This design comes from an exercise in tuning for small area on the open sky130 flow, not from production work. Function was checked by simulation only, so behaviour that the tests miss may differ from the original. No activity file was given, so power comes from the tool's default toggle rates.

$ cat flow/design.v
module Fifo_Datapath (
    input  logic        clk,
    input  logic        rst,
    input  logic        wc_en,
    input  logic        rc_en,
    input  logic        rd_show,
    input  logic [31:0] Data_in,
    output logic [31:0] Data_out,
    output logic        full,
    output logic        fifo_empty
);
    localparam int DEPTH = 15;
    logic [31:0] Memory [DEPTH-1:0];
    logic [3:0]  count;
    logic        wr_ok, rd_ok;
    assign full       = (count == 4'd15);
    assign fifo_empty = (count == 4'd0);
    assign wr_ok      = wc_en && !full;
    assign rd_ok      = rc_en && !fifo_empty;
    always_ff @(posedge clk) begin
        if (wr_ok) begin
            Memory[0] <= Data_in;
            for (int i = 1; i < DEPTH; i++)
                Memory[i] <= Memory[i-1];
        end
    end
    always_ff @(posedge clk or posedge rst) begin
        if (rst)
            count <= 4'd0;
        else if (wr_ok != rd_ok)
            count <= wr_ok ? count + 4'd1 : count - 4'd1;
    end
    logic [3:0] sel;
    assign sel = rd_show ? count : 4'd0;
    always_comb begin
        Data_out = 32'b0;
        for (int i = 0; i < DEPTH; i++)
            Data_out = Data_out | (Memory[i] & {32{sel == 4'(i + 1)}});
    end
endmodule
module channel_ctrl(
    input  logic       clk,
    input  logic       rst,
    input  logic       channel_en,
    input  logic       readyIn,
    input  logic       fifo_full,
    input  logic       fifo_empty,
    input  logic       bsz,
    input  logic       tslb,
    input  logic       tsz,
    input  logic [1:0] M_HResp,
    output logic       irq,
    output logic [1:0] HTrans,
    output logic       write,
    output logic       b_sel, d_sel, t_sel, s_sel, h_sel,
    output logic       d_en, s_en, ts_en, burst_en, count_en, sz_en,
    output logic       rd_en, wr_en,
    output logic       trigger
);
    typedef enum logic [2:0] {
        DISABLED      = 3'b000,
        ENABLED       = 3'b001,
        READ_WAIT     = 3'b010,
        HOLD_READ     = 3'b011,
        WRITE_WAIT    = 3'b100,
        HOLD_WRITE    = 3'b101
    } state_t;
    localparam IDLE     = 2'b00;
    localparam BUSY     = 2'b01;
    localparam NON_SEQ  = 2'b10;
    localparam SEQ      = 2'b11;
    state_t current_state, next_state;
    always_ff @(posedge clk or posedge rst) begin
        if (rst)
            current_state <= DISABLED;
        else
            current_state <= next_state;
    end
    always_comb begin
        case (current_state)
            DISABLED: begin
                next_state = (channel_en) ? ENABLED : DISABLED;
            end
            ENABLED: begin
                next_state = tsz ? DISABLED : READ_WAIT;
            end
            READ_WAIT: begin
                if (!readyIn)
                    next_state = READ_WAIT;
                else if (!channel_en && readyIn) 
                    next_state = HOLD_READ;
                else if (channel_en && readyIn && !bsz && !M_HResp)
                    next_state = READ_WAIT;
                else if (channel_en && readyIn && bsz && (M_HResp == 0))
                    next_state = WRITE_WAIT;
                else
                    next_state = READ_WAIT;
            end
            HOLD_READ: begin
                if (channel_en && bsz) begin
                    next_state = WRITE_WAIT;
                end else if (channel_en && !bsz) begin
                    next_state = READ_WAIT;
                end else begin
                    next_state = HOLD_READ;
                end
            end
            WRITE_WAIT: begin
                if (!readyIn)
                    next_state = WRITE_WAIT;
                else if (channel_en && tsz && bsz)
                    next_state = DISABLED;
                else if (!channel_en && readyIn)
                    next_state = HOLD_WRITE; 
                else if (channel_en && readyIn && !bsz && (M_HResp == 0))
                    next_state = WRITE_WAIT; 
                else if (channel_en && readyIn && bsz && (M_HResp == 0))
                    next_state = READ_WAIT;
                else
                    next_state = WRITE_WAIT;
            end
            HOLD_WRITE: begin
                if (channel_en && !bsz) begin
                    next_state = WRITE_WAIT;
                end else if (channel_en && bsz) begin
                    if (tsz)
                        next_state = DISABLED;
                    else 
                        next_state = READ_WAIT;
                end else begin
                    next_state = HOLD_WRITE;
                end
            end
            default: next_state = current_state;
        endcase
    end
    always_comb begin
        irq       = 0;
        b_sel     = 0;
        d_sel     = 0;
        t_sel     = 0;
        s_sel     = 0;
        h_sel     = 0;
        d_en      = 0;
        s_en      = 0;
        ts_en     = 0;
        burst_en  = 0;
        count_en  = 0;
        sz_en     = 0;
        rd_en     = 0;
        wr_en     = 0;
        trigger   = 0;
        write     = 0;
        HTrans    = IDLE;
        case (current_state)
            DISABLED: begin
                if (channel_en) begin
                    t_sel     = 1;
                    d_sel     = 1;
                    s_sel     = 1;
                    burst_en  = 1;
                    s_en      = 1;
                    d_en      = 1;
                    sz_en     = 1;
                    ts_en     = 1;
                    HTrans    = IDLE;
                end
            end
            ENABLED: begin
                if (tsz) begin
                    irq = 1;
                end else if (channel_en) begin
                    write = 0;
                    count_en  = 1;
                    s_en = 1;
                    HTrans    = NON_SEQ;
                end
            end
            READ_WAIT: begin
                if (!readyIn && bsz) begin
                    write     = 0;
                    HTrans    = BUSY;
                    h_sel = 1;
                end else if (!readyIn && !bsz) begin
                    write = 0;
                    HTrans = BUSY;
                end else if (!channel_en && readyIn) begin
                    wr_en = 1;
                    HTrans = IDLE;
                end else if (channel_en && readyIn && (M_HResp == 0) && !bsz)  begin
                    write     = 0;
                    wr_en     = 1;
                    count_en  = 1;
                    s_en      = 1;
                    HTrans    = SEQ;
                end else if (channel_en && bsz && (M_HResp == 0) && readyIn)  begin
                    wr_en = 1;
                    ts_en = 1;
                    count_en = 1;
                    write    = 1;
                    h_sel    = 1;
                    d_en     = 1;
                    HTrans    = NON_SEQ;
                end
            end
            HOLD_READ: begin
                if (channel_en && !bsz) begin
                    count_en = 1;
                    s_en     = 1;
                    HTrans   = SEQ;
                end else if (channel_en && bsz) begin
                    ts_en = 1;
                    write = 1;
                    h_sel = 1;
                    d_en = 1;
                    count_en = 1;
                    HTrans = NON_SEQ;
                end else
                    HTrans = IDLE;
            end
            WRITE_WAIT: begin
                if (!readyIn && bsz) begin
                    write     = 1;
                    HTrans    = BUSY;
                    h_sel = 0;
                    trigger = 1;
                end else if (!readyIn && !bsz) begin
                    h_sel = 1;
                    trigger = 1;
                    HTrans = BUSY;
                    write = 1;
                end else if (!channel_en && readyIn) begin
                    rd_en = 1;
                    trigger = 1;
                    HTrans = IDLE;
                end else if (channel_en && tsz && bsz) begin
                    irq = 1;
                    rd_en = 1;
                    trigger = 1;
                    HTrans = IDLE;
                end else if (channel_en && readyIn && (M_HResp == 0) && !bsz) begin
                    h_sel = 1;
                    write = 1;
                    trigger = 1;
                    rd_en = 1;
                    d_en      =  1;
                    count_en  = 1;
                    HTrans    = SEQ;
                end
                else if (channel_en && readyIn && (M_HResp == 0) && !tslb && bsz) begin
                    h_sel = 0;
                    write = 0;
                    count_en  = 1;
                    s_en = 1;
                    trigger = 1;
                    rd_en = 1;
                    HTrans    = NON_SEQ;
                end else if (channel_en && readyIn && (M_HResp == 0) && tslb && bsz) begin
                    burst_en = 1;
                    b_sel = 1;
                    write = 0;
                    count_en  = 1;
                    s_en = 1;
                    h_sel = 0;
                    trigger = 1;
                    rd_en = 1;
                    HTrans    = NON_SEQ;
                end
            end
            HOLD_WRITE: begin
                if (channel_en && !bsz) begin
                    h_sel = 1;
                    write = 1;
                    d_en = 1;
                    count_en = 1;
                    HTrans = SEQ;
                end else if (channel_en && bsz) begin
                    if (tsz) begin
                        irq = 1;
                        HTrans = IDLE;
                    end else if (tslb) begin
                        burst_en = 1;
                        b_sel   = 1;
                        count_en = 1;
                        s_en = 1;
                        HTrans = NON_SEQ;
                    end else if (!tslb) begin
                        count_en = 1;
                        s_en = 1;
                        HTrans = NON_SEQ;
                    end
            end
        end
        endcase
    end
endmodule
module Dmac_Channel_Datapath (
    input  logic        clk,
    input  logic        rst,
    input  logic        s_sel,
    input  logic        d_sel,
    input  logic        b_sel,
    input  logic        t_sel,
    input  logic        s_en,
    input  logic        d_en,
    input  logic        ts_en,
    input  logic        burst_en,
    input  logic        count_en,
    input  logic        h_sel,
    input  logic        wr_en,
    input  logic        rd_en,
    input  logic        trigger,
    input  logic        out_en,
    input  logic [31:0] S_Address,
    input  logic [31:0] D_Address,
    input  logic [31:0] T_Size,
    input  logic [3:0]  B_Size,
    input  logic [31:0] R_Data,
    input  logic [1:0]  HSize,
    output logic        bs0,
    output logic        tslb,
    output logic        ts0,
    output logic        fifo_full,
    output logic        fifo_empty,
    output logic [31:0] MAddress,
    output logic [31:0] MWData,
    output logic [3:0]  MWStrb
);
    logic [31:0] Src_Addr, Dst_Addr, Transfer_Size;
    logic [3:0]  Burst_Size;
    logic [31:2] Incr_Addr;
    assign Incr_Addr = MAddress[31:2] + 30'd1;
    always_ff @(posedge clk or posedge rst) begin
        if (rst)
            Src_Addr <= 32'b0;
        else if (s_en)
            Src_Addr <= s_sel ? S_Address : {Incr_Addr, Src_Addr[1:0]};
    end
    always_ff @(posedge clk) begin
        if (d_en)
            Dst_Addr <= d_sel ? D_Address : {Incr_Addr, Dst_Addr[1:0]};
    end
    always_ff @(posedge clk) begin
        if (ts_en)
            Transfer_Size <= t_sel ? T_Size : Transfer_Size - {28'b0, Burst_Size};
    end
    always_ff @(posedge clk) begin
        if (burst_en)
            Burst_Size <= (B_Size == 4'd0 || b_sel) ? 4'd1 : B_Size;
    end
    assign tslb = (Transfer_Size[31:4] == 28'b0) && (Transfer_Size[3:0] < B_Size);
    assign ts0  = (Transfer_Size == 32'b0);
    logic [3:0] Decrement_Counter;
    always_ff @(posedge clk or posedge rst) begin
        if (rst)
            Decrement_Counter <= 4'b0;
        else if (count_en)
            Decrement_Counter <= bs0 ? (tslb ? 4'd0 : Burst_Size - 4'd1) : Decrement_Counter - 4'd1;
    end
    assign bs0 = (Decrement_Counter == 4'd0);
    assign MAddress = h_sel ? Dst_Addr : Src_Addr;
    Fifo_Datapath fifo_inst (
        .clk        (clk),
        .rst        (rst),
        .wc_en      (wr_en),
        .rc_en      (rd_en),
        .rd_show    (trigger && out_en),
        .Data_in    (R_Data),
        .Data_out   (MWData),
        .full       (fifo_full),
        .fifo_empty (fifo_empty)
    );
    always_comb begin
        MWStrb = 4'b0000;
        if (trigger) begin
            case (HSize)
                2'b00: MWStrb = 4'b0001 << Src_Addr[1:0];                    
                2'b01: MWStrb = (Src_Addr[1:0] == 2'b00) ? 4'b0011 :         
                                (Src_Addr[1:0] == 2'b10) ? 4'b1100 : 4'b0000;
                2'b10: MWStrb = 4'b1111;                                     
                default: MWStrb = 4'b0000;
            endcase
        end
    end
endmodule
module Dmac_Channel (
    input  logic        clk,
    input  logic        rst,
    input  logic        channel_en,
    input  logic        out_en,
    input  logic        readyIn,
    input  logic [1:0]  M_HResp,
    input  logic [31:0] S_Address,
    input  logic [31:0] D_Address,
    input  logic [31:0] T_Size,
    input  logic [3:0]  B_Size,
    input  logic [31:0] R_Data,
    input  logic [1:0]  HSize,
    output logic        irq,
    output logic        write,
    output logic [1:0]  HTrans,
    output logic [31:0] MAddress,
    output logic [31:0] MWData,
    output logic  [3:0] MWStrb
);
    logic s_sel, d_sel, b_sel, t_sel;
    logic s_en, d_en, ts_en, burst_en, count_en, sz_en;
    logic h_sel, rd_en, wr_en;
    logic fifo_full, fifo_empty;
    logic trigger;
    logic bs0, tslb, ts0;
    Dmac_Channel_Datapath datapath_inst (
        .clk         (clk),
        .rst         (rst),
        .s_sel       (s_sel),
        .d_sel       (d_sel),
        .b_sel       (b_sel),
        .t_sel       (t_sel),
        .s_en        (s_en),
        .d_en        (d_en),
        .ts_en       (ts_en),
        .burst_en    (burst_en),
        .count_en    (count_en),
        .h_sel       (h_sel),
        .wr_en       (wr_en),
        .rd_en       (rd_en),
        .trigger     (trigger),
        .out_en      (out_en),
        .S_Address   (S_Address),
        .D_Address   (D_Address),
        .T_Size      (T_Size),
        .B_Size      (B_Size),
        .R_Data      (R_Data),
        .HSize       (HSize),
        .bs0         (bs0),
        .tslb        (tslb),
        .ts0         (ts0),
        .fifo_full   (fifo_full),
        .fifo_empty  (fifo_empty),
        .MAddress    (MAddress),
        .MWData      (MWData),
        .MWStrb      (MWStrb)
    );
    channel_ctrl controller_inst (
        .clk         (clk),
        .rst         (rst),
        .channel_en  (channel_en),
        .readyIn     (readyIn),
        .fifo_full   (fifo_full),
        .fifo_empty  (fifo_empty),
        .bsz         (bs0),
        .tslb        (tslb),
        .tsz         (ts0),
        .M_HResp     (M_HResp),
        .irq         (irq),
        .HTrans      (HTrans),
        .write       (write),
        .b_sel       (b_sel),
        .d_sel       (d_sel),
        .t_sel       (t_sel),
        .s_sel       (s_sel),
        .h_sel       (h_sel),
        .d_en        (d_en),
        .s_en        (s_en),
        .ts_en       (ts_en),
        .burst_en    (burst_en),
        .count_en    (count_en),
        .rd_en       (rd_en),
        .wr_en       (wr_en),
        .trigger     (trigger)
    );
endmodule
module Dmac_Main_Ctrl(
    input  logic clk,
    input  logic rst,
    input  logic [1:0] DmacReq,
    input  logic con_new_sel,
    input  logic irq,
    input  logic Bus_Grant,
    input  logic C_config,
    output logic con_sel,
    output logic Bus_Req,
    output logic HReadyOut,
    output logic [1:0] S_HResp,
    output logic Interrupt,
    output logic con_en,
    output logic Channel_en_1, Channel_en_2,
    output logic hold,
    output logic [1:0] ReqAck
);
    typedef enum logic [1:0] {
        IDLE     = 2'b00,
        MSB_REQ  = 2'b01,
        LSB_REQ  = 2'b10,
        WAIT     = 2'b11
    } state_t;
    state_t current_state, next_state;
    always_ff @(posedge clk or posedge rst) begin
        if (rst)
            current_state <= IDLE;
        else
            current_state <= next_state;
    end
    always_comb begin
        hold         = 0;
        Bus_Req      = 0;
        Interrupt    = 0;
        con_en       = 0;
        con_sel      = 0;
        HReadyOut    = 0;
        ReqAck       = 2'b00;
        S_HResp      = 2'b00;
        next_state   = current_state;   
        case (current_state)
            IDLE: begin
                if (DmacReq[1] == 1'b1) begin
                    hold     = 1;
                    Bus_Req  = 1;
                    next_state = MSB_REQ;
                end else if (DmacReq == 2'b01) begin
                    hold     = 1;
                    Bus_Req  = 1;
                    next_state = LSB_REQ;
                end
            end
            MSB_REQ: begin
                if (!irq && ({C_config, Bus_Grant} == 2'b11)) begin
                    con_en       = 0;
                    con_sel      = 0;
                    ReqAck       = 2'b10;
                    next_state   = WAIT;
                end else if (irq && ({C_config, Bus_Grant} == 2'b11)) begin
                    Interrupt  = 1;
                    con_sel = 1;
                    next_state = IDLE;
                end else
                    Bus_Req = 1;
            end
            LSB_REQ: begin
                if (!irq && ({C_config, Bus_Grant} == 2'b11)) begin
                    con_en       = 1;
                    con_sel      = 1;
                    ReqAck       = 2'b01;
                    next_state   = WAIT;
                end else if (irq && ({C_config, Bus_Grant} == 2'b11)) begin
                    Interrupt  = 1;
                    con_sel = 1;
                    next_state = IDLE;
                end else
                    Bus_Req = 1;
            end
            WAIT: begin
                if (({Bus_Grant, con_new_sel} == 2'b00)) begin
                    next_state = MSB_REQ;
                    Bus_Req    = 1;
                end else if (({Bus_Grant, con_new_sel} == 2'b01)) begin
                    next_state = LSB_REQ;
                    Bus_Req    = 1;
                    con_sel    = 1;
                end else
                 if (!irq && !con_new_sel) begin
                    con_sel    = 0;
                    con_en     = 1;
                    next_state = WAIT;
                end else if (!irq && con_new_sel) begin
                    con_sel    = 1;
                    con_en     = 1;
                    next_state = WAIT;
                end else if (irq && ({Bus_Grant, con_new_sel} == 2'b10)) begin
                    Interrupt  = 1;
                    con_sel = con_new_sel;
                    next_state = IDLE;
                end else if (irq && ({Bus_Grant, con_new_sel} == 2'b11)) begin
                    Interrupt  = 1;
                    con_sel = con_new_sel;
                    next_state = IDLE;
                end
            end
        endcase
    end
    always_comb begin
        Channel_en_1 = 0;
        Channel_en_2 = 0;
        case (current_state)
            MSB_REQ: Channel_en_1 = C_config && Bus_Grant;
            LSB_REQ: Channel_en_2 = C_config && Bus_Grant;
            WAIT: begin
                Channel_en_1 = Bus_Grant && !con_new_sel;
                Channel_en_2 = Bus_Grant && con_new_sel;
            end
            default: ;
        endcase
    end
endmodule
module Dmac_Main_Datapath(
    input logic clk,
    input logic rst,
    input logic write,
    input logic HSel,
    input logic [1:0] STrans,  
    input logic channel_en_1,
    input logic channel_en_2,
    input logic [31:0] HWData,
    input logic [31:0] HAddr,
    input logic [31:0] MRData,
    input logic HReady,
    input logic [1:0] M_HResp,
    input logic con_en,
    input logic con_sel,
    output logic C_config,
    output logic irq,
    output logic con_new_sel,
    output logic [31:0] MAddress,
    output logic [31:0] MWData,
    output logic [3:0] MBurst_Size,
    output logic MWrite,
    output logic [3:0] MWStrb,
    output logic [1:0] MTrans
);
logic dmac_selected;
logic [3:0] decoded_address;
logic [31:0] Size_Reg, SAddr_Reg, DAddr_Reg;
logic [31:0] Ctrl_Reg;  
logic [5:2] latched_address;
logic latched_write, latched_sel;
logic latched_STrans;
assign  dmac_selected = latched_write && latched_STrans && latched_sel;
assign decoded_address = latched_address[5:2];
assign C_config = Ctrl_Reg[16];
always_ff @( posedge clk ) begin
    if (rst) begin
        latched_address <= 4'b0;
        latched_write <= 0;
        latched_STrans <= 1'b0;
        latched_sel <= 0;
    end else begin
        latched_address <= HAddr[5:2];
        latched_STrans <= STrans[1];
        latched_sel <= HSel;
        latched_write <= write;
    end
end
always_ff @(posedge clk or posedge rst) begin
    if (rst) begin
        Size_Reg <= 32'b0;
        SAddr_Reg <= 32'b0;
        DAddr_Reg <= 32'b0;
        Ctrl_Reg <= 32'b0;
    end
    else if (irq)
        Ctrl_Reg <= 32'b0;
    else if (dmac_selected) begin
        case (decoded_address)
            4'b0000: Size_Reg <=  HWData;
            4'b0001: SAddr_Reg <= HWData;
            4'b0010: DAddr_Reg <= HWData;
            4'b0011: Ctrl_Reg <=  HWData;
            default: ;
        endcase
    end
end
logic irq_1;
logic write_1;
logic [1:0]  MTrans_1;
logic [31:0] MAddress_1;
logic [31:0] MWData_1;
logic [3:0] MWStrb_1;
Dmac_Channel channel_1 (
    .clk(clk),
    .rst(rst),
    .channel_en(channel_en_1),
    .out_en(!con_sel),
    .readyIn(HReady),
    .M_HResp(M_HResp),
    .S_Address(SAddr_Reg),
    .D_Address(DAddr_Reg),
    .T_Size(Size_Reg),
    .B_Size(Ctrl_Reg[3:0]),
    .R_Data(MRData),
    .HSize(Ctrl_Reg[5:4]),
    .irq(irq_1),
    .write(write_1),
    .HTrans(MTrans_1),
    .MAddress(MAddress_1),
    .MWData(MWData_1),
    .MWStrb(MWStrb_1)
);
logic irq_2;
logic write_2;
logic [1:0]  MTrans_2;
logic [31:0] MAddress_2;
logic [31:0] MWData_2;
logic [3:0] MWStrb_2;
Dmac_Channel channel_2 (
    .clk(clk),
    .rst(rst),
    .channel_en(channel_en_2),
    .out_en(con_sel),
    .readyIn(HReady),
    .M_HResp(M_HResp),
    .S_Address(SAddr_Reg),
    .D_Address(DAddr_Reg),
    .T_Size(Size_Reg),
    .B_Size(Ctrl_Reg[3:0]) ,
    .R_Data(MRData),
    .HSize(Ctrl_Reg[5:4]),
    .irq(irq_2),
    .write(write_2),
    .HTrans(MTrans_2),
    .MAddress(MAddress_2),
    .MWData(MWData_2),
    .MWStrb(MWStrb_2)
);
assign MAddress = con_sel? MAddress_2 : MAddress_1;
assign MWData = MWData_1 | MWData_2;  
assign MTrans = con_sel? MTrans_2 : MTrans_1;
assign MBurst_Size = Ctrl_Reg[3:0];
assign MWrite = con_sel? write_2 : write_1;
assign irq = irq_1 || irq_2; 
assign MWStrb = con_sel? MWStrb_2 : MWStrb_1;
always_ff @(posedge clk or posedge rst) begin
    if (rst) begin
        con_new_sel <= 0;
    end
    else if (con_en) begin
        con_new_sel <= con_sel;
    end
end
endmodule
module Dmac_Top (
    input  logic        clk,
    input  logic        rst,
    input  logic        write,
    input  logic        HSel,
    input  logic [1:0]  STrans,
    input  logic [31:0] HWData,
    input  logic [31:0] HAddr,
    input  logic [31:0] MRData,
    input  logic        HReady,
    input  logic [1:0]  M_HResp,
    output logic HReadyOut,
    output logic [1:0] S_HResp,
    input  logic [1:0]  DmacReq,      
    input  logic        Bus_Grant,   
    output logic [31:0] MAddress,
    output logic [31:0] MWData,
    output logic [3:0]  MBurst_Size,
    output logic        MWrite,
    output logic [1:0]  MTrans,
    output logic [3:0]  MWStrb,
    output logic        Bus_Req,
    output logic        Interrupt,
    output logic [1:0]  ReqAck
);
    logic con_sel, con_en, irq, con_new_sel, C_config;
    logic hold;
    logic channel_en_1, channel_en_2;
    Dmac_Main_Datapath datapath_inst (
        .clk            (clk),
        .rst            (rst),
        .write          (write),
        .HSel           (HSel),
        .STrans         (STrans),
        .channel_en_1   (channel_en_1),
        .channel_en_2   (channel_en_2),
        .HWData         (HWData),
        .HAddr          (HAddr),
        .MRData         (MRData),
        .HReady         (HReady),
        .M_HResp          (M_HResp),
        .con_en         (con_en),
        .con_sel        (con_sel),
        .C_config       (C_config),
        .irq            (irq),
        .con_new_sel    (con_new_sel),
        .MAddress       (MAddress),
        .MWData         (MWData),
        .MBurst_Size    (MBurst_Size),
        .MWrite         (MWrite),
        .MTrans         (MTrans),
        .MWStrb         (MWStrb)
    );
    Dmac_Main_Ctrl controller_inst (
        .clk            (clk),
        .rst            (rst),
        .DmacReq        (DmacReq),
        .con_new_sel    (con_new_sel),
        .irq            (irq),
        .Bus_Grant      (Bus_Grant),
        .C_config       (C_config),
        .con_sel        (con_sel),
        .HReadyOut      (HReadyOut),
        .S_HResp          (S_HResp),
        .Bus_Req        (Bus_Req),
        .Interrupt      (Interrupt),
        .con_en         (con_en),
        .Channel_en_1   (channel_en_1),
        .Channel_en_2   (channel_en_2),
        .hold           (hold),
        .ReqAck         (ReqAck)
    );
endmodule
$ cat flow/standard.sh
#!/bin/bash
# synth_recipe.tcl (not shown) runs the flow's synth.tcl, then flattens the netlist and writes it again
# the make line also repeats each setting of config.mk as NAME=value (left out here)
make -C /OpenROAD-flow-scripts/flow DESIGN_CONFIG=/design/flow/config.mk WORK_HOME=/design/flow/orfs CLKGATE_MAP_FILE= SYNTH_SCRIPT=/design/flow/synth_recipe.tcl "${@:-finish}"
$ cat flow/config.mk
export PLATFORM = sky130hd
export DESIGN_NAME = Dmac_Top
export DESIGN_NICKNAME = Dmac_Top
export VERILOG_FILES = /design/flow/design.v
export SDC_FILE = /design/flow/constraint.sdc
export NUM_CORES = 4
export LEC_CHECK = 0
export CAP_MARGIN = 10
export CORE_MARGIN = 2
export CORE_UTILIZATION = 60
export PLACE_DENSITY = 0.75
export SLEW_MARGIN = 10
$ cat flow/constraint.sdc
create_clock -name core_clock -period 10.0 [get_ports {clk}]
set_input_delay 2.0000 -clock core_clock [delete_from_list [all_inputs] [get_ports {clk}]]
set_output_delay 2.0000 -clock core_clock [all_outputs]
set_load 0.01 [all_outputs]
$ cat flow/flow/run.sh
#!/bin/bash
# Layout: the standard flow (standard synthesis unchanged), with the clock tree
# built from larger sink clusters and without dummy loads. Logs: standard.log here,
# and ORFS's per-step logs under orfs/logs.
set -euo pipefail
CTS="-sink_clustering_enable -repair_clock_nets -dont_use_dummy_load"
CTS="$CTS -buf_list {sky130_fd_sc_hd__clkbuf_8 sky130_fd_sc_hd__clkbuf_16}"
CTS="$CTS -sink_clustering_size 30 -sink_clustering_max_diameter 80"
bash standard.sh "CTS_ARGS=$CTS" finish > standard.log 2>&1
==> results of run 1 <==
==> registers in the layout (all words and copies together), names as in the netlist, 4 cells and up <==
name and cells:
datapath_inst.channel_2.datapath_inst.fifo_inst.count 4, datapath_inst.channel_2.datapath_inst.Transfer_Size 32, datapath_inst.channel_2.datapath_inst.Decrement_Counter 4, datapath_inst.channel_2.datapath_inst.fifo_inst.Memory 480, datapath_inst.channel_1.datapath_inst.Burst_Size 4, datapath_inst.channel_1.datapath_inst.Src_Addr 32, datapath_inst.channel_2.datapath_inst.Src_Addr 32, datapath_inst.DAddr_Reg 32
datapath_inst.channel_2.datapath_inst.Burst_Size 4, datapath_inst.Size_Reg 32, datapath_inst.Ctrl_Reg 7, datapath_inst.SAddr_Reg 32, datapath_inst.channel_1.datapath_inst.Dst_Addr 32, datapath_inst.channel_1.datapath_inst.fifo_inst.count 4, datapath_inst.channel_1.datapath_inst.Transfer_Size 32, datapath_inst.latched_address 4
datapath_inst.channel_1.datapath_inst.Decrement_Counter 4, datapath_inst.channel_2.datapath_inst.Dst_Addr 32, datapath_inst.channel_1.datapath_inst.fifo_inst.Memory 480
==> stage by stage <==
stage | TNS (ns) | setup WS, ns | instance area [um2] | hold WS (ns) | instances
detailed placement | 0 | 0.935 | 57700 | 0.432 | 5057
global placement | 0 | 0.938 | 57700 | 0.427 | 5057
CTS | 0 | 0.917 | 59100 | 0.389 | 5113
floorplan | -337.86 | -0.486 | 54400 | 0.417 | 3826
finish | 0 | 0.810 | 59100 | 0.380 | 5113
global route | 0 | 0.768 | 59100 | 0.407 | 5113
==> per-layer routing <==
layer  vias up  part of all wire, %
met4         4                  3.7
met5         -                0.014
li1      15200                    -
met2      2766                   43
met1     17900                   39
met3       302                   14
==> cell families (layout without fill, tap and decap cells) <==
kind of cell             count (synthesis)  after routing  share of synthesized area (%)
AO/OA/AOI/OAI                          954            954                           12.7
XOR/XNOR                               131            131                           2.11
adder cells (fa/ha/maj)                 34             34                          0.834
buffers and inverters                  262            373                           2.04
flip-flops                            1295           1295                           69.7
multiplexers                           209            209                           4.12
other                                    1              3                        0.00690
AND/OR/NAND/NOR                        938            938                           8.53
==> layout by cell type (no fill, tap or decap), drive strengths merged, types with 112 or more instances in the layout <==
cell type	synthesis	final
mux2	116	116
dfrtp	192	192
o21ai	222	222
clkdlybuf4s50	0	157
a22oi	244	244
buf	70	112
edfxtp	1096	1096
nand3	117	117
nor2	184	184
nand2	313	313
==> worst min-delay path by stage <==
| stage | start | to |
|---|---|---|
| 3_5_place_dp | register | register |
| 5_1_grt | register | register |
| 6_report | register | register |
| 4_1_cts | register | register |
| 3_3_place_gp | register | register |
| 2_1_floorplan | register | register |
==> cell usage after synthesis, types with 25 or more instances <==
cell | n | area (um2)
a21oi_1 | 109 | 546
a221oi_1 | 79 | 692
a222oi_1 | 28 | 280
a22o_1 | 69 | 604
a22oi_1 | 243 | 1820
a31oi_1 | 31 | 194
and3_1 | 44 | 275
buf_2 | 29 | 145
clkbuf_1 | 144 | 541
dfrtp_1 | 192 | 4800
edfxtp_1 | 1096 | 32900
ha_1 | 29 | 363
inv_1 | 47 | 176
mux2_2 | 116 | 1310
mux2i_1 | 93 | 931
nand2_1 | 313 | 1170
nand3_1 | 117 | 586
nand4_1 | 48 | 300
nor2_1 | 184 | 691
nor2b_1 | 29 | 181
nor3_1 | 50 | 250
o21ai_0 | 219 | 1100
or3_1 | 25 | 156
xnor2_1 | 73 | 639
xor2_1 | 58 | 508
==> final cells by class <==
cell class,instances,area [um2]
Inverter,48,200
Fill cell,6285,30800
Timing Repair Buffer,269,2470
Tap cell,1176,1470
Sequential cell,1295,37900
Multi-Input combinational cell,2269,15700
Clock buffer,56,1400
==> power groups by stage <==
stage / logic [mW] / registers [mW] / clock network [mW]
2_1_floorplan: 0.169 / 5.95 / 0
3_3_place_gp: 0.308 / 5.96 / 0
3_5_place_dp: 0.314 / 5.96 / 0
4_1_cts: 0.314 / 5.84 / 2.61
5_1_grt: 0.336 / 5.85 / 2.77
6_report: 0.319 / 5.84 / 2.59
==> results.ini, run 1 <==
[grt]
grt.overflow.total = 0
grtUsageTotal_pct = 33.0
busiest_layer = met1
grt_pass1_vias = 33900
antenna_found_initial = 4
grt.met1_usage_pct = 50.4
grtUsageMet2_pct = 47.2
grt_max_degree = 190
grt_util_met3_pct = 7.55
grt_pass1_wl_um = 227000

[clocking]
cts_tree = built
ctsHoldBuffers = 0
cts_made_buffers = 56
clk_path_buf_depth = 3
clk_pin_slew_worst_paths_ns = 0.11
htreeDepth = 2
clk-insertion-delay-late_ns = 0.70
post_cts_buffers = 0
cts_resized = 0
cts.sinks = 1295
cts_root_buffer = clkbuf_16

[floorplan]
die_x_um = 305
io_pins = 190
core_area_um2 = 89900
core.rowCount = 110
die_y_um = 305
die-area_um2 = 93000
initial_core_util_pct = 60.4

[placement]
dp_hpwl_um = 100000
place.gp.congestion = 0.919
port_buffers = 157

[logic_synthesis]
synth_area_um2 = 54300
yosys_warnings = 6
async_flop_share_pct = 14.8
avgSynthCellArea_um2 = 14.2
ys_ff_latch = 1295
ys_seq_area_share_pct = 69.7
synth_cells = 3824
ys.flop_type = edfxtp_1
yosysUniqueCellTypes = 94
synth_edf_count = 1096

[worst_setup_path]
r2r_cells = 15
critical_path.endpoint = MWData[8]
path_class = in2out
critical_path_buf_inv_count = 3
worstSetupEndpointType = output port
critPathTopFamily = buffers and inverters
reg2reg_slack_ns = 4.47
crit_chain = clkdlybuf4s50_1 > a31oi_1 > or4_1 > o31a_2 > o211a_2 > and2_0 > buf_4 > a222oi_1 > nand3_1 > or3_1 > clkdlybuf4s50_1
max_stage_delay_ns = 0.80
cp_common_cell = clkdlybuf4s50_1
startpoint_type = input pin
crit_slowest_cell = clkdlybuf4s50_1
worstSetupStartpoint = Bus_Grant
arrival_ns = 7.19
worstSetupPathDepth = 11
reg2reg_to = datapath_inst.channel_1.datapath_inst.Dst_Addr[24]$_DFFE_PP_
cp_max_fo = 16
required_ns = 8.00

[sta]
min_period_ns = 9.19
finalHoldViolCount = 0
skew_ns = 0.113
max_freq_mhz = 109
rsz0062_at_grt = false
fin_crit_sh_pct = 91.9
slew_headroom_pct = 16.9
tightest_slew_ns = 1.25
setup_viol = 0
slew_violations = 0

[cells_and_area]
nets = 4080
area_growth_syn_to_layout_pct = 8.76
post-route-util_pct = 65.7
diodes = 0
drive_gt1_share_pct = 9.40

[power]
leakagePower_nw = 19.4
power_density_nw_per_um2 = 148
power.total_mw = 8.75
netSwitchingFraction_pct = 20.8
peakVddDrop_mv = 0.138
power_frac_seq_pct = 66.7
share_comb_of_total_power_pct = 3.6
pwr-share-clk_pct = 29.6
p_switching_mw = 1.82
internal_power_mw = 6.93

[route]
ant_nets = 0
finalWirelength_um = 155000
vias = 36100
viasPerCell = 7.07
drt_first_pass_iters = 8
drt-initial-drc-count = 6413
post_drt_wl_per_cell_um = 30.4
drc = 0

[hold_path]
hold_path_class = reg2reg
whs_path_depth = 0

[run_status]
run_status = timing/DRC/antenna clean

[flow_run]
drv_cap = 0

==> run 2: changes to the inputs <==
==> flow/flow/run.sh (replaced) <==
#!/bin/bash
# Layout: the standard flow (standard synthesis unchanged) with three changes:
#  - the port buffers are buf_1 cells (every input and output port still gets one);
#  - the clock tree is built from clkbuf_8/clkbuf_16 over larger sink clusters;
#  - the clock tree gets no dummy loads.
# Logs: standard.log here, and ORFS's per-step logs under orfs/logs.
set -euo pipefail
CTS="-sink_clustering_enable -repair_clock_nets -dont_use_dummy_load"
CTS="$CTS -buf_list {sky130_fd_sc_hd__clkbuf_8 sky130_fd_sc_hd__clkbuf_16}"
CTS="$CTS -sink_clustering_size 24 -sink_clustering_max_diameter 60"
bash standard.sh "CTS_ARGS=$CTS" "BUFFER_PORTS_ARGS=-buffer_cell sky130_fd_sc_hd__buf_1" finish > standard.log 2>&1
==> results.ini, run 2 <==
[logic_synthesis]
synth_edf_count = 1096
async_flop_share_pct = 14.8
ys_seq_area_share_pct = 69.7
synth_cells = 3824
yosys_warnings = 6
synth_top_area_share_pct = 60.6
synthTopCellsByArea = edfxtp_1, dfrtp_1, a22oi_1, mux2_2, nand2_1
synth_common_cells = edfxtp_1, nand2_1, a22oi_1
yosysTopAreaCell = edfxtp_1
synth_area_um2 = 54300
yosysMostFrequentCell = edfxtp_1
ys.flop_type = edfxtp_1
avgSynthCellArea_um2 = 14.2
ys_ff_latch = 1295
yosysUniqueCellTypes = 94

[worst_setup_path]
reg2reg_slack_ns = 4.91
r2r-start = controller_inst.current_state[0]$_DFFE_PP0P_
crit_chain = buf_1 > a31oi_1 > or4_1 > o31a_2 > o211a_2 > buf_4 > and2_1 > a22oi_1 > nand4_1 > or3_1 > buf_1
cp_max_fo = 27
path_class = in2out
worstSetupEndpointType = output port
critical_path.endpoint = MWData[24]
critPathTopFamily = simple AND/OR/NAND/NOR gates
critical_path_buf_inv_count = 3
crit_slowest_cell = o31a_2
max_stage_delay_ns = 0.69
startpoint_type = input pin
cp_common_cell = buf_1
reg2reg_to = datapath_inst.channel_2.datapath_inst.Dst_Addr[26]$_DFFE_PP_
arrival_ns = 6.63
worstSetupPathDepth = 11
worstSetupStartpoint = Bus_Grant
required_ns = 8.00
r2r_cells = 15

[power]
share_comb_of_total_power_pct = 3.1
netSwitchingFraction_pct = 20.6
internal_power_mw = 7.53
leakagePower_nw = 19.4
power_density_nw_per_um2 = 161
power_frac_seq_pct = 61.7
p_switching_mw = 1.95
peakVddDrop_mv = 0.121
pwr-share-clk_pct = 35.2

[flow_run]
drv_cap = 0

[grt]
grtUsageTotal_pct = 33.1
grt.overflow.total = 0
grt_pass1_wl_um = 226000
grt_max_degree = 194
grt_pass1_vias = 34300
antenna_found_initial = 3

[sta]
min_period_ns = 8.63
rsz0062_at_grt = false
tightest_slew_ns = 1.37
worst_hold_slack_ns = 0.406
max_freq_mhz = 116
finalHoldViolCount = 0
fin_crit_sh_pct = 86.3
skew_ns = 0.0749
slew_headroom_pct = 8.50
slew_violations = 0
setup_viol = 0

[route]
drt-initial-drc-count = 6278
post_drt_wl_per_cell_um = 30.4
ant_nets = 0
vias = 36400
viasPerCell = 7.08
finalWirelength_um = 156000
drt_first_pass_iters = 8
drc = 0

[clocking]
cts_tree = built
cts_resized = 0
cts_root_buffer = clkbuf_16
clk_pin_slew_worst_paths_ns = 0.08
ctsHoldBuffers = 0
cts.sinks = 1295
htreeDepth = 3
cts_made_buffers = 92
clk_path_buf_depth = 3
post_cts_buffers = 0
clk-insertion-delay-late_ns = 0.71

[cells_and_area]
area_growth_syn_to_layout_pct = 8.51
drive_gt1_share_pct = 10.0
multi_input_area_um2 = 15700
nets = 4107
num-fill-cells = 6388
reg.largest.list = datapath_inst.channel_1.datapath_inst.fifo_inst.Memory (480), datapath_inst.channel_2.datapath_inst.fifo_inst.Memory (480)
fin_area_um2 = 58900
seq_area_um2 = 37900
layout_commonest_cell = edfxtp_1
final_cell_mix = edfxtp_1, nand2_1, a22oi_1, o21ai_0, dfrtp_1

[floorplan]
io_pins = 190
core_area_um2 = 89900
die_x_um = 305
die_y_um = 305
initial_core_util_pct = 60.4
core.rowCount = 110
die-area_um2 = 93000

[placement]
place.gp.congestion = 0.914
post_dp_cell_area_um2 = 56600
dp_hpwl_um = 100000
port_buffers = 157

[hold_path]
hold_path_class = reg2reg

[run_status]
run_status = timing/DRC/antenna clean

## run 2: cell types whose count changed in the layout (fill, tap and decap cells not counted)
cell | before | now
buf_1 | 0 | 157
buf_12 | 5 | 4
buf_4 | 107 | 99
clkbuf_16 | 56 | 92
clkdlybuf4s50_1 | 157 | 0
diode_2 | 0 | 4
nand2b_1 | 17 | 16
nand2b_2 | 1 | 2
nor3_2 | 7 | 5
nor3_4 | 5 | 7
## run 2: cell families after synthesis
group / count (synthesis) / share of synthesized area [%]
flip-flops: 1295 / 69.7
AO/OA/AOI/OAI: 954 / 12.7
AND/OR/NAND/NOR: 938 / 8.53
buffers and inverters: 262 / 2.04
multiplexers: 209 / 4.12
XOR/XNOR: 131 / 2.11
adder cells (fa/ha/maj): 34 / 0.834
other: 1 / 0.00690
## run 2: worst min-delay path by stage
stage / start / endpoint / slack (ns) / cells after the start
floorplan: register / register / 0.42 / 0
global placement: register / register / 0.42 / 0
detailed placement: register / register / 0.43 / 0
CTS: register / register / 0.41 / 0
global route: register / register / 0.42 / 0
finish: register / register / 0.41 / 0
## run 2: layout make-up
type	count	area share (%)
antenna	4	0.0170
clock buffer	92	3.91
inverter	48	0.340
multi-input combinational	2269	26.6
sequential	1295	64.2
tap	1176	2.50
timing repair buffer	260	2.40
## run 2: routing by layer
metal | GRT usage, % | wire [um] | vias up
met1 | 49.5 | 60400 | 18000
met4 | 13.3 | 7190 | 0
met2 | 46.4 | 66000 | 2723
met5 | 0 | 0 | -
li1 | - | - | 15200
met3 | 8.82 | 22800 | 424
## run 2: power by group through the flow
stage,combinational (mW),clock [mW],sequential [mW]
detailed placement,0.289,0,5.96
floorplan,0.169,0,5.95
global route,0.313,3.54,5.85
global placement,0.282,0,5.96
finish,0.295,3.34,5.85
CTS,0.290,3.37,5.85
## run 2: per-stage QoR
step | TNS (ns) | power (mW) | instances | utilization, % | setup WS (ns)
6_report | 0 | 9.48 | 5144 | 65.6 | 1.37
5_1_grt | 0 | 9.70 | 5142 | 65.6 | 1.28
4_1_cts | 0 | 9.50 | 5140 | 65.6 | 1.58
3_5_place_dp | 0 | 6.25 | 5048 | 63.0 | 1.59
3_3_place_gp | 0 | 6.24 | 5048 | 63.0 | 1.66
2_1_floorplan | -337.86 | 6.12 | 3826 | - | -0.486
## run 2: worst register-to-register path, stage by stage (launching register included)
cell,delay [ns]
dfrtp_1,0.41
inv_1,0.10
ha_1,0.25
a22o_1,0.26
a31oi_1,0.72
or2_2,0.23
buf_4,0.59
nand2_1,0.12
nand2_1,0.15
ha_1,0.53
inv_1,0.27
a21oi_1,0.50
nand2_1,0.21
nor2_1,0.16
xor2_1,0.21
o21ai_0,0.10
==> run 3: changes to the inputs <==
==> flow/flow/run.sh (replaced) <==
#!/bin/bash
# Layout: the standard flow with four changes:
#  - synthesis is the standard synthesis, except that ABC maps the logic with the
#    area-oriented script flow/abc_map.script (registers are mapped before ABC runs, so
#    they are the same as the standard synthesis's);
#  - the port buffers are buf_1 cells (every input and output port still gets one);
#  - the clock tree is built from clkbuf_8/clkbuf_16 over larger sink clusters;
#  - the clock tree gets no dummy loads.
# Logs: synth.log and standard.log here, and ORFS's per-step logs under orfs/logs.
set -euo pipefail
rm -rf scripts_abc
cp -r "$FLOW_HOME/scripts" scripts_abc
cp flow/abc_map.script scripts_abc/abc_speed.script
bash standard.sh "SCRIPTS_DIR=$PWD/scripts_abc" synth > synth.log 2>&1
CTS="-sink_clustering_enable -repair_clock_nets -dont_use_dummy_load"
CTS="$CTS -buf_list {sky130_fd_sc_hd__clkbuf_8 sky130_fd_sc_hd__clkbuf_16}"
CTS="$CTS -sink_clustering_size 24 -sink_clustering_max_diameter 60"
bash standard.sh "CTS_ARGS=$CTS" "BUFFER_PORTS_ARGS=-buffer_cell sky130_fd_sc_hd__buf_1" finish > standard.log 2>&1
==> flow/flow/abc_map.script (new file) <==
strash
dc2
dch -f
amap
strash
dc2
dch -f
amap
topo
==> results.ini, run 3 <==
[run_status]
run_status = timing/DRC/antenna clean

[placement]
dpl.cell_count = 4773
port_buffers = 157
dp_hpwl_um = 82500
place.gp.congestion = 0.890
post-place-ws_ns = 0.737

[floorplan]
die-area_um2 = 86500
initial_core_util_pct = 60.5
die_y_um = 294
core.rowCount = 106
io_pins = 190
core_area_um2 = 83400
die_x_um = 294

[cells_and_area]
final_cell_mix = edfxtp_1, clkinv_1, nand2_1, nor2_1, o22ai_1
area_growth_syn_to_layout_pct = 10.5
diodes = 0
reg.largest.list = datapath_inst.channel_1.datapath_inst.fifo_inst.Memory (480), datapath_inst.channel_2.datapath_inst.fifo_inst.Memory (480)
layout_commonest_cell = edfxtp_1
num-fill-cells = 5710
drive_gt1_share_pct = 6.57
final_cells = 4856
nets = 3919

[power]
leakagePower_nw = 18.0
power.total_mw = 9.80
power_density_nw_per_um2 = 176
peakVddDrop_mv = 0.190

[sta]
max_freq_mhz = 106
setup_viol = 0
setup_tns_ns = 0
slew_violations = 0
setup_ws_ns = 0.606
rsz0062_at_grt = false
slew_headroom_pct = 19.9
skew_ns = 0.0748
tightest_slew_ns = 1.19
finalHoldViolCount = 0
min_period_ns = 9.39
fin_crit_sh_pct = 93.9

[logic_synthesis]
synth_common_cells = edfxtp_1, clkinv_1, nand2_1
async_flop_share_pct = 14.8
yosysTopAreaCell = edfxtp_1
yosysUniqueCellTypes = 54
synthTopCellsByArea = edfxtp_1, dfrtp_1, a222oi_1, o22ai_1, clkinv_1
yosys_warnings = 6
yosysMostFrequentCell = edfxtp_1
synth_top_area_share_pct = 65.2
synth_edf_count = 1096
ys_seq_area_share_pct = 75.0
synth_area_um2 = 50500
avgSynthCellArea_um2 = 14.7
synth_cells = 3439
ys_ff_latch = 1295
ys.flop_type = edfxtp_1

[worst_setup_path]
required_ns = 8.00
arrival_ns = 7.39
cp_max_fo = 37
path_class = in2out
worstSetupEndpointType = output port
startpoint_type = input pin
r2r_cells = 41

[route]
ant_nets = 0
post_drt_wl_per_cell_um = 27.8
vias = 33400
highest_layer = met5
met2_length_um = 63500
finalWirelength_um = 135000
viasPerCell = 6.88
drt-initial-drc-count = 5529
drt-met1-wl_um = 49800
drc = 0
wl_met3_um = 16000
drt_first_pass_iters = 10

[grt]
grtUsageTotal_pct = 31.1
grt_pass1_vias = 32100
antenna_found_initial = 3
grt_max_degree = 185
grt_pass1_wl_um = 200000
grt.overflow.total = 0

[flow_run]
drv_cap = 0

[clocking]
cts_made_buffers = 83
clk-insertion-delay-late_ns = 0.68
clk_path_buf_depth = 3
cts_resized = 0
post_cts_buffers = 0
cts_root_buffer = clkbuf_16
cts_tree = built
clk_pin_slew_worst_paths_ns = 0.09
cts.sinks = 1295
ctsHoldBuffers = 0
htreeDepth = 3

[hold_path]
whs_path_depth = 0
hold_path_class = reg2reg

-- run 3: cell types whose count changed in the layout (fill, tap and decap cells not counted), sizes merged, moves of 58 or more --
cell,change
xnor2,-72
a222oi,+146
a22oi,-108
o22ai,+182
clkinv,+309
mux2,-116
nand2,-77
nand3,-58
mux2i,-93
xor2,-58
-- run 3: stage by stage --
stage	cell area, um2	util (%)	hold slack, ns
final	55800	66.9	0.394
after floorplan	50600	-	0.418
after detailed placement	53700	64.4	0.426
after global placement	53700	64.4	0.421
after global routing	55800	66.9	0.384
after CTS	55800	66.9	0.382
-- run 3: worst max-delay path, stage by stage --
cell and delay, ns:
buf_1 0.23, clkinv_16 0.09, nor2b_4 0.05, nand2_2 0.09
o21ai_2 0.08, clkinv_2 0.13, nor2_1 0.13, clkinv_1 0.12
o21ai_0 0.11, a31oi_1 0.21, nor2_1 0.10, o21ai_4 0.19
buf_4 0.50, clkinv_1 0.24, nor3_1 0.66, nand3_1 0.45
nor2_4 0.81, buf_4 0.38, a22o_1 0.17, a21oi_1 0.04
nand4_1 0.12, nor3_1 0.05, nand4_1 0.22, buf_1 0.19
-- run 3: worst paths after layout --
kind	startpoint	endpoint	slack, ns
max	Bus_Grant	MWData[24]	0.61
min	register	register	0.39
max reg2reg	register	register	2.61
min reg2reg	register	register	0.39
max in group asynchronous	rst	asynchronous set/reset pin	6.61
min in group asynchronous	rst	controller_inst.current_state[0]$_DFFE_PP0P_	1.69
-- run 3: area by class of cell --
| cell class | instances | area, um2 | area share [%] |
|---|---|---|---|
| clock buffer | 83 | 2080 | 3.72 |
| inverter | 314 | 1220 | 2.18 |
| multi-input combinational | 1825 | 11800 | 21.1 |
| sequential | 1295 | 37900 | 67.8 |
| tap | 1080 | 1350 | 2.42 |
| timing repair buffer | 259 | 1530 | 2.74 |
-- run 3: per-layer routing --
metal  GRT usage, %  vias up
li1               -    14500
met1           42.7    16300
met2           49.6     2249
met3           5.97      354
met4           12.0        4
met5              0        -
-- run 3: cell families after synthesis --
| group | Yosys count | share of synthesized area [%] |
|---|---|---|
| buffers and inverters | 321 | 2.44 |
| other | 1 | 0.00743 |
| AO/OA/AOI/OAI | 1038 | 15.0 |
| XOR/XNOR | 1 | 0.0173 |
| flip-flops | 1295 | 75.0 |
| adder cells (fa/ha/maj) | 33 | 0.877 |
| AND/OR/NAND/NOR | 750 | 6.70 |
-- run 3: where the power goes --
part | switching (mW) | internal, mW
clock network | 1.65 | 1.47
registers | 0.0964 | 5.98
logic | 0.412 | 0.193
==> run 4: changes to the inputs <==
==> flow/flow/run.sh (replaced) <==
#!/bin/bash
# Layout: the standard flow with four changes:
#  - synthesis is the standard synthesis, except that ABC maps the logic with the
#    area-oriented script flow/abc_map.script (registers are mapped before ABC runs, so
#    they are the same as the standard synthesis's);
#  - the port buffers are buf_1 cells (every input and output port still gets one);
#  - the clock tree is built from clkbuf_8 over sink clusters of at most 16;
#  - the clock tree gets no dummy loads.
# Logs: synth.log and standard.log here, and ORFS's per-step logs under orfs/logs.
set -euo pipefail
rm -rf scripts_abc
cp -r "$FLOW_HOME/scripts" scripts_abc
cp flow/abc_map.script scripts_abc/abc_speed.script
bash standard.sh "SCRIPTS_DIR=$PWD/scripts_abc" synth > synth.log 2>&1
CTS="-sink_clustering_enable -repair_clock_nets -dont_use_dummy_load"
CTS="$CTS -buf_list {sky130_fd_sc_hd__clkbuf_8}"
CTS="$CTS -sink_clustering_size 16 -sink_clustering_max_diameter 50"
bash standard.sh "CTS_ARGS=$CTS" "BUFFER_PORTS_ARGS=-buffer_cell sky130_fd_sc_hd__buf_1" finish > standard.log 2>&1
==> flow/flow/abc_map.script (replaced) <==
strash
dc2
dch -f
amap -F 3 -A 8
strash
dc2
dch -f
amap -F 3 -A 8
topo
--- a/flow/config.mk
+++ b/flow/config.mk
@@ -5,8 +5,8 @@
 export SDC_FILE = /design/flow/constraint.sdc
 export NUM_CORES = 4
 export LEC_CHECK = 0
-export CAP_MARGIN = 10
+export CAP_MARGIN = 0
 export CORE_MARGIN = 2
 export CORE_UTILIZATION = 60
 export PLACE_DENSITY = 0.75
-export SLEW_MARGIN = 10
+export SLEW_MARGIN = 0
==> results.ini, run 4 <==
[run_status]
run_status = timing/DRC/antenna clean

[clocking]
cts_made_buffers = 116
post_cts_buffers = 0
ctsHoldBuffers = 0
cts.sinks = 1295
clk_path_buf_depth = 3
clk-insertion-delay-late_ns = 0.80
clk_pin_slew_worst_paths_ns = 0.10
cts_tree = built
htreeDepth = 3
cts_resized = 0
cts_root_buffer = clkbuf_8

[logic_synthesis]
async_flop_share_pct = 14.8
avgSynthCellArea_um2 = 14.8
synth_area_um2 = 50200
synth_edf_count = 1096
synthTopCellsByArea = edfxtp_1, dfrtp_1, a222oi_1, a22oi_1, o22ai_1
yosysMostFrequentCell = edfxtp_1
ys.flop_type = edfxtp_1
ys_ff_latch = 1295
ys_seq_area_share_pct = 75.4
synth_common_cells = edfxtp_1, clkinv_1, nand2_1
synth_top_area_share_pct = 65.5
yosysTopAreaCell = edfxtp_1
yosysUniqueCellTypes = 52
synth_cells = 3398
yosys_warnings = 6

[sta]
fin_crit_sh_pct = 94.2
worst_hold_slack_ns = 0.369
slew_headroom_pct = 20.3
slew_violations = 0
tightest_slew_ns = 1.20
max_freq_mhz = 106
rsz0062_at_grt = false
finalHoldViolCount = 0
min_period_ns = 9.42
skew_ns = 0.137
setup_viol = 0

[worst_setup_path]
crit_slowest_cell = nor2_4
reg2reg_slack_ns = 2.24
required_ns = 8.00
critPathTopFamily = simple AND/OR/NAND/NOR gates
cp_max_fo = 18
reg2reg_to = datapath_inst.channel_1.datapath_inst.Dst_Addr[30]$_DFFE_PP_
startpoint_type = input pin
max_stage_delay_ns = 0.94
r2r_cells = 41
arrival_ns = 7.42
path_class = in2out
r2r-start = controller_inst.current_state[1]$_DFFE_PP0P_
crit_chain = buf_1 > clkinv_1 > nor2_2 > clkinv_2 > o21ai_0 > clkinv_2 > nor2_1 > clkinv_1 > o21ai_0 > o311a_1 > nor2_1 > nor2_1 > o21ai_4 > clkinv_1 > o211ai_1 > clkinv_1 > nand3_1 > nor2_4 > buf_4 > a221oi_1 > nand4_1 > nor3_1 > nand2_1 > buf_1
worstSetupEndpointType = output port
critical_path_buf_inv_count = 9
cp_common_cell = clkinv_1

[floorplan]
core_area_um2 = 83300
io_pins = 190
core.rowCount = 106
die_x_um = 293
initial_core_util_pct = 60.3
die_y_um = 293
die-area_um2 = 86100

[placement]
port_buffers = 157
dp_hpwl_um = 82300
place.gp.congestion = 0.876

[grt]
grt_pass1_vias = 32500
grt_pass1_wl_um = 201000
grt_max_degree = 190
grtUsageTotal_pct = 31.2
grt.overflow.total = 0
antenna_found_initial = 3

[cells_and_area]
final_cell_mix = edfxtp_1, clkinv_1, nand2_1, a222oi_1, o21ai_0
area_growth_syn_to_layout_pct = 9.20
drive_gt1_share_pct = 6.82
num-fill-cells = 5857
layout_commonest_cell = edfxtp_1
nets = 3894
reg.largest.list = datapath_inst.channel_1.datapath_inst.fifo_inst.Memory (480), datapath_inst.channel_2.datapath_inst.fifo_inst.Memory (480)
post-route-util_pct = 65.9

[power]
leakagePower_nw = 17.8
peakVddDrop_mv = 0.168
power_density_nw_per_um2 = 200

[hold_path]
whs_path_depth = 0
hold_path_class = reg2reg

[route]
viasPerCell = 6.95
drt_first_pass_iters = 9
drt-initial-drc-count = 6100
drc = 0
post_drt_wl_per_cell_um = 27.9
finalWirelength_um = 135000
vias = 33600
ant_nets = 0

[flow_run]
drv_cap = 0

run 4: cell count changes after synthesis, sizes merged, moves of 11 or more:
| cell | change |
|---|---|
| o21ai | +30 |
| nor2b | -12 |
| a211oi | -11 |
| a221oi | -16 |
| a22oi | +35 |
| clkinv | -16 |
| a222oi | +27 |
| nor3 | -16 |
| a22o | -21 |
run 4: cell families after synthesis:
logic type | after synthesis | share of synthesized area, %
simple gates | 719 | 6.42
fa+ha+maj | 33 | 0.882
compound gates | 1045 | 15.0
other cells | 1 | 0.00746
flops | 1295 | 75.4
buf+inv | 305 | 2.33
run 4: per-stage QoR:
stage / setup slack, ns / std cells / instance area, um2 / TNS [ns] / power, mW
6_report: 0.581 / 4834 / 54900 / 0 / 11.0
3_3_place_gp: 0.827 / 4715 / 53300 / 0 / 8.36
4_1_cts: 0.621 / 4831 / 54900 / 0 / 11.0
3_5_place_dp: 0.630 / 4715 / 53300 / 0 / 8.42
5_1_grt: 0.206 / 4832 / 54900 / 0 / 11.4
2_1_floorplan: -12.28 / 3400 / 50300 / -4111.46 / 8.21
run 4: area by class of cell:
type / count / area, um2 / share of cell area [%]
tap: 1080 / 1350 / 2.46
inverter: 298 / 1150 / 2.10
timing repair buffer: 242 / 1330 / 2.42
multi-input combinational: 1800 / 11600 / 21.1
antenna: 3 / 7.51 / 0.0137
clock buffer: 116 / 1600 / 2.91
sequential: 1295 / 37900 / 69.0
run 4: worst max path at each step:
stage | cells after the start | startpoint | slack, ns | to
final | 24 | Bus_Grant | 0.58 | MWData[30]
after global routing | 24 | Bus_Grant | 0.21 | MWData[10]
after CTS | 23 | Bus_Grant | 0.62 | MWData[25]
after detailed placement | 23 | Bus_Grant | 0.63 | MWData[25]
after global placement | 22 | Bus_Grant | 0.83 | MWData[8]
after floorplan | 15 | Bus_Grant | -12.28 | register
run 4: routing by layer:
layer,global-route usage [%],wire (um),vias up
met5,0,13,-
met4,10.9,5410,2
met3,7.20,18700,367
met2,47.2,60700,2517
met1,45.2,50200,16300
li1,-,-,14500
run 4: where the power goes:
part,total [mW],internal (mW),leakage (nW),switching (mW)
Combinational,1.22,0.332,4.60,0.884
Clock,2.64,1.03,0.834,1.61
Sequential,7.12,6.75,12.4,0.372
==> run 5: changes to the inputs <==
--- a/flow/config.mk
+++ b/flow/config.mk
@@ -5,8 +5,8 @@
 export SDC_FILE = /design/flow/constraint.sdc
 export NUM_CORES = 4
 export LEC_CHECK = 0
-export CAP_MARGIN = 0
+export CAP_MARGIN = 10
 export CORE_MARGIN = 2
 export CORE_UTILIZATION = 60
 export PLACE_DENSITY = 0.75
-export SLEW_MARGIN = 0
+export SLEW_MARGIN = 10
==> results.ini, run 5 <==
[run_status]
run_status = timing/DRC/antenna clean

[logic_synthesis]
synth_cells = 3398
async_flop_share_pct = 14.8
synth_top_area_share_pct = 65.5
synthTopCellsByArea = edfxtp_1, dfrtp_1, a222oi_1, a22oi_1, o22ai_1
avgSynthCellArea_um2 = 14.8
ys_seq_area_share_pct = 75.4
yosysMostFrequentCell = edfxtp_1
synth_edf_count = 1096
yosysTopAreaCell = edfxtp_1
synth_common_cells = edfxtp_1, clkinv_1, nand2_1
yosys_warnings = 6
synth_area_um2 = 50200
ys.flop_type = edfxtp_1
yosysUniqueCellTypes = 52
ys_ff_latch = 1295

[cells_and_area]
final_cells = 4834
multi_input_area_um2 = 11600
nets = 3894
num-fill-cells = 5857
post-route-util_pct = 65.9
reg.largest.list = datapath_inst.channel_1.datapath_inst.fifo_inst.Memory (480), datapath_inst.channel_2.datapath_inst.fifo_inst.Memory (480)
final_cell_mix = edfxtp_1, clkinv_1, nand2_1, a222oi_1, o21ai_0
drive_gt1_share_pct = 6.82
seq_area_um2 = 37900
layout_commonest_cell = edfxtp_1
area_growth_syn_to_layout_pct = 9.20
fin_area_um2 = 54900

[placement]
post_dp_cell_area_um2 = 53300
dp_hpwl_um = 82300
port_buffers = 157
place.gp.congestion = 0.876
post-place-ws_ns = 0.630
dpl.cell_count = 4715

[sta]
setup_ws_ns = 0.581
tightest_slew_ns = 1.20
skew_ns = 0.137
finalHoldViolCount = 0
max_freq_mhz = 106
slew_violations = 0
fin_crit_sh_pct = 94.2
rsz0062_at_grt = false
worst_hold_slack_ns = 0.369
slew_headroom_pct = 20.3
setup_viol = 0
min_period_ns = 9.42

[route]
drt_first_pass_iters = 9
ant_nets = 0
viasPerCell = 6.95
vias = 33600
drt-initial-drc-count = 6100
finalWirelength_um = 135000
drc = 0
post_drt_wl_per_cell_um = 27.9

[clocking]
cts_resized = 0
clk-insertion-delay-late_ns = 0.80
cts_made_buffers = 116
cts.sinks = 1295
clk_path_buf_depth = 3
ctsHoldBuffers = 0
clk_pin_slew_worst_paths_ns = 0.10
cts_tree = built
cts_root_buffer = clkbuf_8
post_cts_buffers = 0
htreeDepth = 3

[power]
peakVddDrop_mv = 0.168
power_density_nw_per_um2 = 200
leakagePower_nw = 17.8

[worst_setup_path]
arrival_ns = 7.42
worstSetupEndpointType = output port
r2r_cells = 41
cp_max_fo = 18
reg2reg_slack_ns = 2.24
critical_path.endpoint = MWData[30]
r2r-start = controller_inst.current_state[1]$_DFFE_PP0P_
required_ns = 8.00
reg2reg_to = datapath_inst.channel_1.datapath_inst.Dst_Addr[30]$_DFFE_PP_
startpoint_type = input pin
path_class = in2out
worstSetupStartpoint = Bus_Grant

[grt]
grt_max_degree = 190
grt_pass1_vias = 32500
grtUsageTotal_pct = 31.2
grt_pass1_wl_um = 201000
grt.overflow.total = 0
antenna_found_initial = 3

[hold_path]
hold_path_class = reg2reg
whs_path_depth = 0

[floorplan]
io_pins = 190
initial_core_util_pct = 60.3
core.rowCount = 106
die-area_um2 = 86100
core_area_um2 = 83300
die_y_um = 293
die_x_um = 293

[flow_run]
drv_cap = 0

-- run 5: worst min-delay path by stage --
stage,endpoint
2_1_floorplan,register
3_3_place_gp,register
3_5_place_dp,register
4_1_cts,register
5_1_grt,register
6_report,register
-- run 5: metal layers --
metal	vias up	wire length, um	track usage (%)
met5	-	13	0
met4	2	5410	10.9
met3	367	18700	7.20
met2	2517	60700	47.2
met1	16300	50200	45.2
li1	14500	-	-
-- run 5: where the power goes --
group	internal, mW	switching [mW]	total [mW]
Clock	1.03	1.61	2.64
Sequential	6.75	0.372	7.12
Combinational	0.332	0.884	1.22
-- run 5: final cells by class --
type                    count  area share, %
multi-input cells        1800           21.1
flip-flops and latches   1295           69.0
repair buffers            242           2.42
diodes                      3         0.0137
inverters                 298           2.10
clock buffers             116           2.91
well taps                1080           2.46
-- run 5: logic make-up (layout without fill, tap and decap cells) --
| group | count (synthesis) | count (layout) | synth area share (%) |
|---|---|---|---|
| AO/OA/AOI/OAI | 1045 | 1045 | 15.0 |
| adder cells (fa/ha/maj) | 33 | 33 | 0.882 |
| buffers and inverters | 305 | 656 | 2.33 |
| flip-flops | 1295 | 1295 | 75.4 |
| other | 1 | 6 | 0.00746 |
| AND/OR/NAND/NOR | 719 | 719 | 6.42 |
-- run 5: per-stage QoR --
stage          setup TNS [ns]  power, mW
3_5_place_dp                0       8.42
2_1_floorplan        -4111.46       8.21
5_1_grt                     0       11.4
3_3_place_gp                0       8.36
6_report                    0       11.0
4_1_cts                     0       11.0
-- run 5: worst max-delay path, cell delays in order --
cell      delay [ns]
buf_1           0.22
clkinv_1        0.20
nor2_2          0.19
clkinv_2        0.09
o21ai_0         0.47
clkinv_2        0.28
nor2_1          0.23
clkinv_1        0.15
o21ai_0         0.10
o311a_1         0.19
nor2_1          0.09
nor2_1          0.19
o21ai_4         0.11
clkinv_1        0.08
o211ai_1        0.18
clkinv_1        0.28
nand3_1         0.37
nor2_4          0.94
buf_4           0.37
a221oi_1        0.13
nand4_1         0.12
nor3_1          0.06
nand2_1         0.16
buf_1           0.19
==> run 6: changes to the inputs <==
==> flow/config.mk (replaced) <==
export PLATFORM = sky130hd
export DESIGN_NAME = Dmac_Top
export DESIGN_NICKNAME = Dmac_Top
export VERILOG_FILES = /design/flow/design.v
export SDC_FILE = /design/flow/constraint.sdc
export NUM_CORES = 4
export LEC_CHECK = 0
export CAP_MARGIN = 20
export CORE_MARGIN = 2
export CORE_UTILIZATION = 65
export GPL_TIMING_DRIVEN = 0
export PLACE_DENSITY = 0.8
export SLEW_MARGIN = 20
==> results.ini, run 6 <==
[cells_and_area]
fin_area_um2 = 56600
nets = 3992
area_growth_syn_to_layout_pct = 12.7
post-route-util_pct = 74.3
final_cells = 4884
drive_gt1_share_pct = 9.56
reg.largest.list = datapath_inst.channel_1.datapath_inst.fifo_inst.Memory (480), datapath_inst.channel_2.datapath_inst.fifo_inst.Memory (480)
final_cell_mix = edfxtp_1, clkinv_1, nand2_1, a222oi_1, o21ai_0
num-fill-cells = 4381
layout_commonest_cell = edfxtp_1

[placement]
place.gp.congestion = 0.851
dp_hpwl_um = 93300
port_buffers = 157
post_dp_cell_area_um2 = 55100
post-place-ws_ns = -0.113
dpl.cell_count = 4767

[worst_setup_path]
max_stage_delay_ns = 0.44
crit_slowest_cell = o21ai_4
reg2reg_slack_ns = 1.60
worstSetupEndpointType = output port
r2r_cells = 41
arrival_ns = 7.81
required_ns = 8.00
reg2reg_to = datapath_inst.channel_2.datapath_inst.Dst_Addr[31]$_DFFE_PP_
critPathTopFamily = simple AND/OR/NAND/NOR gates
path_class = in2out
cp_max_fo = 34
startpoint_type = input pin
worstSetupStartpoint = Bus_Grant
cp_common_cell = nor2_1
critical_path_buf_inv_count = 9

[sta]
max_freq_mhz = 102
slew_headroom_pct = 31.5
setup_ws_ns = 0.193
finalHoldViolCount = 0
setup_viol = 0
fin_crit_sh_pct = 98.1
slew_violations = 0
rsz0062_at_grt = false
worst_hold_slack_ns = 0.409
skew_ns = 0.119
tightest_slew_ns = 1.02
setup_tns_ns = 0
min_period_ns = 9.81

[power]
peakVddDrop_mv = 0.132
power_density_nw_per_um2 = 196
power.total_mw = 11.1
leakagePower_nw = 18.6

[route]
post_drt_wl_per_cell_um = 28.9
vias = 35200
finalWirelength_um = 141000
viasPerCell = 7.21
drc = 0
ant_nets = 0
drt_first_pass_iters = 7
drt-initial-drc-count = 6297

[logic_synthesis]
synth_edf_count = 1096
avgSynthCellArea_um2 = 14.8
yosysTopAreaCell = edfxtp_1
async_flop_share_pct = 14.8
synth_common_cells = edfxtp_1, clkinv_1, nand2_1
ys_ff_latch = 1295
synth_top_area_share_pct = 65.5
ys.flop_type = edfxtp_1
synthTopCellsByArea = edfxtp_1, dfrtp_1, a222oi_1, a22oi_1, o22ai_1
yosysMostFrequentCell = edfxtp_1
yosys_warnings = 6
synth_area_um2 = 50200
yosysUniqueCellTypes = 52
synth_cells = 3398
ys_seq_area_share_pct = 75.4

[grt]
grt_pass1_vias = 33900
grt_pass1_wl_um = 208000
antenna_found_initial = 4
grt_max_degree = 127
grtUsageTotal_pct = 35.4
grt.overflow.total = 0

[floorplan]
core.rowCount = 101
die-area_um2 = 79500
die_x_um = 282
io_pins = 190
die_y_um = 282
initial_core_util_pct = 65.9
core_area_um2 = 76200

[clocking]
cts.sinks = 1295
cts_root_buffer = clkbuf_8
clk-insertion-delay-late_ns = 0.81
clk_path_buf_depth = 3
cts_made_buffers = 109
clk_pin_slew_worst_paths_ns = 0.09
ctsHoldBuffers = 0
htreeDepth = 3
cts_tree = built

[hold_path]
hold_path_class = reg2reg
whs_path_depth = 0

[flow_run]
drv_cap = 0

[run_status]
run_status = timing/DRC/antenna clean

[run 6: cell type report]
type	count	area [um2]	share of cell area, %
repair buffers	340	3150	5.57
clock buffers	109	1500	2.65
flip-flops and latches	1295	37900	66.8
well taps	1030	1290	2.28
multi-input cells	1800	11600	20.5
diodes	5	12.5	0.0221
inverters	298	1170	2.07
plain buffers	7	52.6	0.0928
[run 6: what timing repair did]
action                                  CTS  global route
buffers inserted                          0             3
endpoints found under the setup margin    2            30
gates resized for setup                   2             5
pin swaps                                 0             1
[run 6: per-layer routing]
| metal | global-route usage [%] | wire length [um] |
|---|---|---|
| met2 | 53.4 | 63100 |
| met4 | 15.5 | 7140 |
| met1 | 49.8 | 49700 |
| met5 | 0 | 30 |
| met3 | 8.59 | 21300 |
[run 6: worst max-delay path by stage]
| stage | end | slack (ns) | cells past startpoint |
|---|---|---|---|
| after CTS | MWData[8] | 0.006 | 25 |
| after floorplan | register | -12.28 | 15 |
| after global routing | MWData[27] | 0.006 | 25 |
| after global placement | register | -20.37 | 12 |
| after detailed placement | MWData[27] | -0.11 | 25 |
| final | MWData[23] | 0.19 | 27 |
[run 6: report_power, final]
group / total, mW / internal [mW] / switching, mW
Clock: 2.58 / 0.967 / 1.62
Sequential: 7.12 / 6.73 / 0.386
Combinational: 1.42 / 0.460 / 0.963
Total: 11.1 / 8.16 / 2.97
[run 6: worst reg2reg max path: cells and delay by family, from the launching register on]
family                   cells  cell delay, ns
flip-flops                   1            0.41
AO/OA/AOI/OAI                6            1.35
buffers and inverters        8            1.70
adder cells (fa/ha/maj)      1            0.21
AND/OR/NAND/NOR             26            4.48
[run 6: cell families after synthesis]
family	share of synthesized area, %
buffers and inverters	2.33
AO/OA/AOI/OAI	15.0
other	0.00746
adder cells (fa/ha/maj)	0.882
flip-flops	75.4
AND/OR/NAND/NOR	6.42

[port drivers added, routing unchanged]
How much do the figures lean on ideal ports? The routed layouts below were timed once more, with nothing changed but the port constraints. Step 1, drivers: a clkbuf_16 drives clk and a buf_2 each remaining input, both assumed. Step 2 also shifts input and output timing later by t, the mid clock arrival at the registers, as if the neighbouring blocks saw the same clock. Three values: no drivers, after step 1, after step 2; two values: the first two.
run	t (ns)	setup WS [ns]	worst hold slack (ns)	clock arrival spread, ns
run 1	0.724	0.810 / 0.778 / 0.778	0.380 / 0.380 / 0.380	0.114 / 0.114
run 2	0.739	1.374 / 1.296 / 1.296	0.406 / 0.406 / 0.406	0.076 / 0.076
run 3	0.704	0.606 / 0.585 / 0.585	0.394 / 0.394 / 0.394	0.090 / 0.090
run 4	0.793	0.581 / 0.558 / 0.460	0.369 / 0.369 / 0.369	0.137 / 0.137
run 5	0.793	0.581 / 0.558 / 0.460	0.369 / 0.369 / 0.369	0.137 / 0.137
run 6	0.813	0.193 / 0.172 / -0.032	0.409 / 0.409 / 0.409	0.119 / 0.118
Met with ideal ports but missed after step 2: setup timing in run 6. For run 6, which loses most, drivers alone change the setup slack by -0.021 ns; drivers and shift together by -0.225 ns.
